Context: an optimization exercise on an open-source flow, tuned for small area, a short achievable clock period and few clock cycles. The choices shown serve that exercise and are no tape-out recipe. Function was checked by simulation only, so behaviour that the tests miss may differ from the original.

## v18
## M2
module M2 (
	input  logic        Clock_50,
	input  logic        Resetn,
	input  logic [15:0] SRAM_read_data,
	input  logic        M2_start,
	output logic        SRAM_we_n,
	output logic        M2_done,
	output logic [15:0] SRAM_write_data,
	output logic [17:0] SRAM_address
);
function automatic logic [7:0] clip(input logic [31:0] s);
	clip = s[31] ? 8'd0 : (|s[30:24]) ? 8'd255 : s[23:16];
endfunction
function automatic logic [3:0] inc12(input logic [3:0] v);
	inc12 = (v == 4'd11) ? 4'd0 : v + 4'd1;
endfunction
function automatic logic [2:0] nof(input logic [3:0] p);
	case (p)
		4'd0: nof = 3'd1; 4'd1: nof = 3'd3; 4'd3: nof = 3'd5; 4'd4: nof = 3'd2;
		4'd6: nof = 3'd7; 4'd7: nof = 3'd6; 4'd9: nof = 3'd0; default: nof = 3'd4;
	endcase
endfunction
logic        run;
logic [3:0]  q;              
logic [3:0]  rp0;            
logic [3:0]  cp0;            
logic [3:0]  cp1;            
logic        rd_on;          
logic        q_rd;
assign q_rd = (q != 4'd2) && (q != 4'd5) && (q != 4'd8) && (q != 4'd11);
logic [14:0] rowb;
logic [2:0]  rk;
logic [5:0]  rbc;
logic [4:0]  rbr;
  ...
Size: roughly 11000 cells after synthesis, ~55 I/O pins, about 150000 um^2 of cells after synthesis.
export LEC_CHECK = 0
export CAP_MARGIN = 20
export CORE_MARGIN = 2
export CORE_UTILIZATION = 55
export CTS_CLUSTER_DIAMETER = 70
export CTS_CLUSTER_SIZE = 30
export SLEW_MARGIN = 20
export SYNTH_MEMORY_MAX_BITS = 4096
create_clock -name core_clock -period 12.0 [get_ports {Clock_50}]
standard.sh (not shown) runs the stock make flow with config.mk's settings and CLKGATE_MAP_FILE= SYNTH_SCRIPT=/design/flow/synth_recipe.tcl, a recipe that flattens the netlist after the stock synthesis.
==> flow/flow/run.sh <==
#!/bin/bash
# The standard layout, with timing repair aiming at 8 ns of setup slack
# instead of 0.  The clock period and constraints are the standard flow's.
set -euo pipefail
bash standard.sh SETUP_SLACK_MARGIN=8 finish > standard.log 2>&1
No stage failed in v18, and the final checks on the layout all came back clean.
Testbench counts of v18, summed over its fixed seeds: cycles 1,383,204.
Modified inputs, v47 compared to v18
Settings: CORE_UTILIZATION now 40, was 55.
Results
- v47 finished every step from synthesis to the final layout, and the layout passed the timing, DRC and antenna checks.
- As far as hold-fix buffer count after cts goes, v47 and v18 are indistinguishable; the numbers are identical.
- The fraction of the cycle the final worst path needs on v18 is in line with that on v47.
Here is what was changed in the inputs of v53 compared with v47.
Settings: ABC_AREA newly set to 1.
==> comparison <==
Relative to v47, the global-route wire length before repair of v53 is higher by 71000 um.
Going from v47 to v53, flip-flop and latch share of the layout cell area lower; non-clock buffer total of the final layout increased about 8%; core utilization now sits at about the same level; worst reg-to-reg setup slack now smaller.
Summary of v53 over v47: total instance count after detailed placement rose by about 23%; number of buffers inserted by post-CTS setup repair shows a reduction of 7.
Leading cell type in the layout, fill and taps excluded = sky130_fd_sc_hd__nand2_1: v53; leading cell type in the layout, fill and taps excluded = sky130_fd_sc_hd__edfxtp_1: v47
### v53 -> v43
Settings: CTS_CLUSTER_DIAMETER changed from 70 to 100; CTS_CLUSTER_SIZE changed from 30 to 25; ABC_AREA removed (was 1).
--- outcome ---
- Count of clock-buffer cells in the layout is higher on v43
- Measured against v53, the non-clock buffer count of v43 comes out at 0.911 times the reference value.
- v43 vs v53: row count down slightly
- v53 reports its most common cell after layout, fill and taps aside as sky130_fd_sc_hd__nand2_1 while v43 reports sky130_fd_sc_hd__edfxtp_1.
- v53 vs v43, capture point of the worst path: SRAM_we_n vs xr3[7]
- Looking at overall routed net length across v43 and v53, the one that comes out lower is v43.

---

## lane 1
Another version of the RTL of M2 (not shown whole).
For scale: roughly 55 I/O pins.
==> flow/config.mk <==
export PLATFORM = sky130hd
export DESIGN_NAME = M2
export DESIGN_NICKNAME = M2
export VERILOG_FILES = /design/flow/design.v
export SDC_FILE = /design/flow/constraint.sdc
export NUM_CORES = 8
export LEC_CHECK = 0
export CAP_MARGIN = 20
export CORE_MARGIN = 2
export CORE_UTILIZATION = 50
export CTS_CLUSTER_DIAMETER = 70
export CTS_CLUSTER_SIZE = 30
export SLEW_MARGIN = 20
export SYNTH_MEMORY_MAX_BITS = 4096
==> flow/constraint.sdc <==
create_clock -name core_clock -period 12.0 [get_ports {Clock_50}]
set_input_delay 2.4000 -clock core_clock [delete_from_list [all_inputs] [get_ports {Clock_50}]]
set_output_delay 2.4000 -clock core_clock [all_outputs]
set_load 0.01 [all_outputs]
==> flow/flow/run.sh <==
#!/bin/bash
# The standard layout, with timing repair aiming at 8.2 ns of setup slack
# instead of 0.  The clock period and constraints are the standard flow's.
set -euo pipefail
bash standard.sh SETUP_SLACK_MARGIN=8.2 finish > standard.log 2>&1
Both conditions hold for lane 1: the flow ran to the end and the final layout passed the timing, DRC and antenna checks.
Testbench counts of lane 1, summed over its fixed seeds: cycles 1,383,204.
Inputs modified between lane 1 and lane 2:
==> flow/flow/run.sh <==
#!/bin/bash
# The standard layout, with timing repair aiming at 8.25 ns of setup slack
# instead of 0.  The clock period and constraints are the standard flow's.
set -euo pipefail
bash standard.sh SETUP_SLACK_MARGIN=8.25 finish > standard.log 2>&1
-- flow/config.mk --
<<< lane 1, line 9
export CORE_MARGIN = 2
export CORE_UTILIZATION = 50
export CTS_CLUSTER_DIAMETER = 70
>>> lane 2, line 9
export CORE_MARGIN = 2
export CORE_UTILIZATION = 45
export CTS_CLUSTER_DIAMETER = 70
--- outcome ---
Lane 2 | status: complete | timing, DRC, antenna: pass. Lane 2: count of clock-buffer cells in the layout is 1.5% higher than what lane 1 reported. Cmp lane 1 and lane 2 / ratio of final minimum period to clock period / higher: lane 1. Compared lane 2 against lane 1; number of ordinary inverters in the final layout within noise. Comparing lane 1 with lane 2, the final-stage net count came out essentially unchanged.
Relative to lane 2, the following input files were edited for lane 3:
==> flow/flow/run.sh <==
#!/bin/bash
# The standard layout, with timing repair aiming at 8.2 ns of setup slack
# instead of 0.  The clock period and constraints are the standard flow's.
set -euo pipefail
bash standard.sh SETUP_SLACK_MARGIN=8.2 finish > standard.log 2>&1
-- flow/config.mk --
<<< lane 2, line 9
export CORE_MARGIN = 2
export CORE_UTILIZATION = 45
export CTS_CLUSTER_DIAMETER = 70
export CTS_CLUSTER_SIZE = 30
export SLEW_MARGIN = 20
>>> lane 3, line 9
export CORE_MARGIN = 2
export CORE_UTILIZATION = 40
export CTS_CLUSTER_DIAMETER = 50
export CTS_CLUSTER_SIZE = 20
export SLEW_MARGIN = 20
Notes after the runs:
On lane 3: via count is 726 higher than what lane 2 gave. Of lane 2 and lane 3, the higher worst path setup slack after routing belongs to lane 2. Taking lane 2 as the reference, in lane 3 count of filler cells inserted in the layout rose 15%; later-pin clock latency in the skew report rose 0.04 ns; sequential share of layout area fell 1.9 points. Lane 2 and lane 3 ended up with nearly the same routed wire length. Detail-routed via count per cell, lane 3 vs lane 2: down by a few percent.
Modified inputs, lane 4 compared to lane 3
==> flow/flow/run.sh <==
#!/bin/bash
# The standard layout, with timing repair aiming at 8.15 ns of setup slack
# instead of 0.  The clock period and constraints are the standard flow's.
set -euo pipefail
bash standard.sh SETUP_SLACK_MARGIN=8.15 finish > standard.log 2>&1
-- flow/config.mk --
<<< lane 3, line 9
export CORE_MARGIN = 2
export CORE_UTILIZATION = 40
export CTS_CLUSTER_DIAMETER = 50
export CTS_CLUSTER_SIZE = 20
export SLEW_MARGIN = 20
>>> lane 4, line 9
export CORE_MARGIN = 2
export CORE_UTILIZATION = 42
export CTS_CLUSTER_DIAMETER = 70
export CTS_CLUSTER_SIZE = 30
export SLEW_MARGIN = 20
## What came out
- Number of clock buffer instances in the layout, lane 4 and lane 3: higher on lane 3
- Global-route usage up 0.85 points in lane 4 wrt lane 3
- Lane 4 ends up with a worst setup timing slack at the placement stage that is 0.18 ns higher than in lane 3.
- Die outline area (lower): lane 4
- Relative to lane 3, post-route clock period utilization has increased by 0.47 points in lane 4.
Inputs modified between lane 4 and lane 5:
-- flow/config.mk --
<<< lane 4, line 9
export CORE_MARGIN = 2
export CORE_UTILIZATION = 42
export CTS_CLUSTER_DIAMETER = 70
export CTS_CLUSTER_SIZE = 30
export SLEW_MARGIN = 20
>>> lane 5, line 9
export CORE_MARGIN = 2
export CORE_UTILIZATION = 45
export CTS_CLUSTER_DIAMETER = 60
export CTS_CLUSTER_SIZE = 35
export SLEW_MARGIN = 20
## What came out
The worst setup path startpoint comes out SRAM_address[4] in one run and SRAM_address[0] in the other, namely in lane 5 and lane 4 respectively.
As far as largest fanout on the critical path goes, lane 5 and lane 4 are indistinguishable; the numbers are identical.
From lane 4 to lane 5 the numbers moved as follows: clock latency on the worst-skew pair climbed 0.03 ns.

-- separate check: timing with driven ports --
How much do the figures lean on ideal ports? The routed layouts below were timed once more, with nothing changed but the port constraints. Step 1 sets driving cells, clkbuf_16 on the clock port and buf_2 on the other inputs (assumed; they add their load-dependent delay and slew). Step 2 times the ports against the registers' clock, not the clock port: input delays grow and output delays shrink by t, the midpoint of the rising clock arrivals with the driver on. Three values: ideal, step 1, step 2; two values: the first two.
run | shift t [ns] | setup slack, ns | worst setup path after step 2
v18 | 0.980 | 8.074 / 7.988 / 7.248 | input to register
v47 | 0.991 | 8.078 / 7.974 / 7.238 | input to register
v53 | 1.045 | 8.006 / 7.900 / 7.207 | input to register
v43 | 0.957 | 8.040 / 7.974 / 7.167 | input to register
lane 1 | 0.973 | 8.059 / 7.966 / 7.955 | input, reset recovery
lane 2 | 0.984 | 8.123 / 8.027 / 8.181 | input, reset recovery
lane 3 | 1.038 | 8.060 / 7.958 / 8.131 | input, reset recovery
lane 4 | 1.014 | 8.004 / 7.908 / 8.100 | input, reset recovery
lane 5 | 1.016 | 8.100 / 7.999 / 8.190 | register to register
After both steps every run listed still meets setup and hold. For v43, which loses most, drivers alone change the setup slack by -0.066 ns; drivers and shift together by -0.873 ns. The worst setup slack also covers recovery checks on asynchronous resets.
